Context: an optimization exercise on an open-source flow, tuned for a short achievable clock period and few clock cycles. The choices shown serve that exercise and are no tape-out recipe. Only simulation tests tie the RTL to the original design; equivalence was not proved.

rev 12:
## processor
module processor(
	CLK,NRST,INST,DATA_IN,
	INST_ADDR,DATA_ADDR,DATA_OUT,DATA_WRITE
	);
	input CLK;
	input NRST;
	input [31:0] INST;
	input [31:0] DATA_IN;
	output [31:0] INST_ADDR;
	output [31:0] DATA_ADDR;
	output [31:0] DATA_OUT;
	output DATA_WRITE;
	reg [31:0] pc;          
	reg [31:0] pc_n;        
	reg        d_valid;
	reg [31:0] d_inst;
	reg [31:0] d_pc4;
	reg        d_pt;        
	reg [31:1] d_rs_oh;     
	reg [31:1] d_rt_oh;
	reg        d_use_rs;    
	reg        d_use_rt;
	reg        e_mrs, e_mrt;
	reg        d_fix;       
	reg        d_j;
	reg        e_fix;
	reg [31:0] e_next;
	reg        e_pt;
	reg        d_br;        
	reg [31:0] e_a, e_b;    
	reg [31:0] e_s;         
	reg        e_fs;
	reg [4:0]  e_rd;        
	reg        e_load, e_store, e_br, e_inv;
	reg [5:0]  e_op;        
	reg        e_slt;
	reg [31:0] e_alt;
	reg [31:0] m_res;       
	reg [31:0] m_addr;      
	reg [31:0] m_sdata;
	reg [4:0]  m_rd;
	reg [31:1] m_we;        
	reg        m_load;
	reg        m_store;
	reg [31:0] rf [1:31];
	wire [31:0] fpc = ~pc_n;
	assign INST_ADDR = pc;
	wire [29:0] pc4_w = fpc[31:2] + 30'd1;
	wire [31:0] pc4 = {pc4_w, 2'b00};
	wire [9:0] f_seq = fpc[11:2] + 10'd1;
	wire f_seq_x = &fpc[11:2];
	wire f_j_x = &fpc[27:2];
	wire [31:1] f_rs_oh, f_rt_oh;
	genvar gr;
	generate
		for (gr = 1; gr < 32; gr = gr + 1) begin : g_oh
			assign f_rs_oh[gr] = (INST[25:21] == gr);
			assign f_rt_oh[gr] = (INST[20:16] == gr);
		end
	endgenerate
	wire [5:0] f_op = INST[31:26];
  ...
==> flow/config.mk <==
export PLATFORM = sky130hd
export DESIGN_NAME = processor
export DESIGN_NICKNAME = processor
export VERILOG_FILES = /design/flow/design.v
export SDC_FILE = /design/flow/constraint.sdc
export NUM_CORES = 4
export LEC_CHECK = 0
export CAP_MARGIN = 20
export CORE_MARGIN = 2
export CORE_UTILIZATION = 40
export SETUP_SLACK_MARGIN = 5
export SLEW_MARGIN = 20
export TNS_END_PERCENT = 100
==> flow/constraint.sdc <==
create_clock -name core_clock -period 8.0 [get_ports {CLK}]
set_input_delay 1.6000 -clock core_clock [delete_from_list [all_inputs] [get_ports {CLK}]]
set_output_delay 1.6000 -clock core_clock [all_outputs]
set_load 0.01 [all_outputs]
run.sh (not shown) runs the stock make flow with config.mk's settings and CLKGATE_MAP_FILE= SYNTH_SCRIPT=/design/flow/synth_recipe.tcl, a recipe that flattens the netlist after the stock synthesis.
Testbench counts of rev 12, summed over its fixed seeds: cycles 37,135.
Edits applied to the flow inputs when going from rev 12 to rev 13:
--- a/flow/design.v
+++ b/flow/design.v
@@ -274,22 +274,20 @@
 	output [31:0] INST_ADDR;
 	output [31:0] DATA_ADDR;
 	output [31:0] DATA_OUT;
 	output DATA_WRITE;
 	reg [31:0] pc;          
 	reg [31:0] pc_n;        
 	reg        d_valid;
 	reg [31:0] d_inst;
 	reg [31:0] d_pc4;
 	reg        d_pt;        
-	reg [31:1] d_rs_oh;     
-	reg [31:1] d_rt_oh;
 	reg        d_use_rs;    
 	reg        d_use_rt;
 	reg        e_mrs, e_mrt;
 	reg        d_fix;       
 	reg        d_j;
 	reg        e_fix;
 	reg [31:0] e_next;
 	reg        e_pt;
 	reg        d_br;        
 	reg [31:0] e_a, e_b;    
@@ -308,28 +306,20 @@
 	reg        m_load;
 	reg        m_store;
 	reg [31:0] rf [1:31];
 	wire [31:0] fpc = ~pc_n;
 	assign INST_ADDR = pc;
 	wire [29:0] pc4_w = fpc[31:2] + 30'd1;
 	wire [31:0] pc4 = {pc4_w, 2'b00};
 	wire [9:0] f_seq = fpc[11:2] + 10'd1;
 	wire f_seq_x = &fpc[11:2];
 	wire f_j_x = &fpc[27:2];
-	wire [31:1] f_rs_oh, f_rt_oh;
-	genvar gr;
-	generate
-		for (gr = 1; gr < 32; gr = gr + 1) begin : g_oh
-			assign f_rs_oh[gr] = (INST[25:21] == gr);
-			assign f_rt_oh[gr] = (INST[20:16] == gr);
-		end
-	endgenerate
 	wire [5:0] f_op = INST[31:26];
 	wire f_j   = (f_op == 6'b000010);
 	wire f_beq = (f_op == 6'b000100);
 	wire f_bne = (f_op == 6'b010101);
 	wire f_same = (INST[25:21] == INST[20:16]);
 	wire f_brany = f_beq | f_bne;
 	reg [1:0] bht [0:63];
 	reg       bhv [0:63];
 	reg bp_ok, bp_v, bp_t;
 	wire [5:0] f_idx = fpc[7:2];
@@ -380,30 +370,22 @@
 	wire r_slt = d_alur & (d_fn == 6'b101010);
 	wire [5:0] d_aluop;
 	assign d_aluop[1] = r_sub;
 	assign d_aluop[2] = r_and | d_andi;
 	assign d_aluop[3] = r_or | d_ori | d_lui;
 	assign d_aluop[4] = r_xor;
 	assign d_aluop[5] = r_nor;
 	assign d_aluop[0] = ~(r_sub | r_and | d_andi | r_or | d_ori | d_lui | r_xor | r_nor | r_slt | d_slti);
 	wire d_slt = r_slt | d_slti;
 	wire [31:0] wb_data = m_load ? DATA_IN : m_res;
-	reg [31:0] rf_rs, rf_rt;
-	integer ri;
-	always @(*) begin
-		rf_rs = 32'd0;
-		rf_rt = 32'd0;
-		for (ri = 1; ri < 32; ri = ri + 1) begin
-			rf_rs = rf_rs | ({32{d_rs_oh[ri]}} & rf[ri]);
-			rf_rt = rf_rt | ({32{d_rt_oh[ri]}} & rf[ri]);
-		end
-	end
+	wire [31:0] rf_rs = (d_rs == 5'd0) ? 32'd0 : rf[d_rs];
+	wire [31:0] rf_rt = (d_rt == 5'd0) ? 32'd0 : rf[d_rt];
 	wire [31:0] d_rsv = (m_rd != 5'd0 && m_rd == d_rs) ? wb_data : rf_rs;
 	wire [31:0] d_rtv = (m_rd != 5'd0 && m_rd == d_rt) ? wb_data : rf_rt;
 	wire e_wr = (e_rd != 5'd0);
 	wire fwd_a = e_mrs & d_use_rs;
 	wire fwd_b = e_mrt & ~d_imm;
 	wire fwd_s = e_mrt;
 	wire stall = d_valid & e_load & e_wr &
 	             ((d_use_rs & (d_rs == e_rd)) | (d_use_rt & (d_rt == e_rd)));
 	wire [29:0] d_tgt_w = d_pc4[31:2] + d_se[29:0];
 	wire [31:0] d_tgt = {d_tgt_w, 2'b00};
@@ -503,22 +485,20 @@
 			end
 			m_we <= e_we;
 			m_rd <= e_rd;
 			m_load <= e_load;
 			m_store <= e_store;
 		end
 	end
 	always @(posedge CLK) begin
 		if (!stall) begin
 			d_inst <= INST;
-			d_rs_oh <= f_rs_oh;
-			d_rt_oh <= f_rt_oh;
 			d_pc4 <= pc4;
 			d_idx <= f_idx;
 		end
 		e_a <= a_next;
 		e_b <= b_next;
 		e_s <= d_rtv;
 		e_alt <= d_pt ? d_pc4 : d_tgt;
 		e_next <= d_j ? {d_pc4[31:28], d_inst[25:0], 2'b00} : d_pt ? d_tgt : d_pc4;
 		e_idx <= d_idx;
 		m_res <= alu;
Results
Critical path depth was higher in the run labelled rev 13. Worst hold slack (higher): rev 12. bp_t$_DFFE_PN0N_ as the destination of the critical timing path was reported by rev 13, and pc_n[2]$_DFF_PN1_ by rev 12. Relative to rev 12, the count of fill cells added during filler insertion of rev 13 is lower by 587. The more densely filled core belongs to rev 13, not rev 12. Compared with rev 12, rev 13 shows a maximum cell stage delay along the critical path that is 100 ps higher. Relative slew slack: rev 13 and rev 12 compared, higher one is rev 13. Of rev 13 and rev 12, the higher post-synthesis sequential area ratio belongs to rev 12. [compare] base=rev 12 new=rev 13: first-pass GRT wire length rose by 1.5%, xor-xnor portion of the synthesized cell area rose by 0.26 points. The global-route usage number comes out higher for rev 13 vs rev 12.
Testbench counts of rev 13, summed over its fixed seeds: cycles 37,135.

## re-timing with driven ports
No port has a modelled driver above. Below, the same layouts with a new extraction and two added sets of constraints.
Step 1 sets driving cells, clkbuf_16 on the clock port and buf_2 on the other inputs (assumed; they add their load-dependent delay and slew).
Step 2, shift: input delay + t, output delay - t, t = (earliest + latest rising clock arrival at the registers) / 2. This alone moves slack from input paths to output paths.
Slacks: ideal / step 1 / step 2; pairs: ideal / step 1.
run	t (ns)	setup WS [ns]	clock arrival spread, ns
rev 12	0.916	4.628 / 4.628 / 3.870	0.080 / 0.080
rev 13	0.958	4.550 / 4.550 / 3.908	0.064 / 0.064
After both steps every run listed still meets setup and hold. The setup slack of rev 12, which loses most, moves by 0.000 ns with the drivers and by -0.758 ns with both steps.
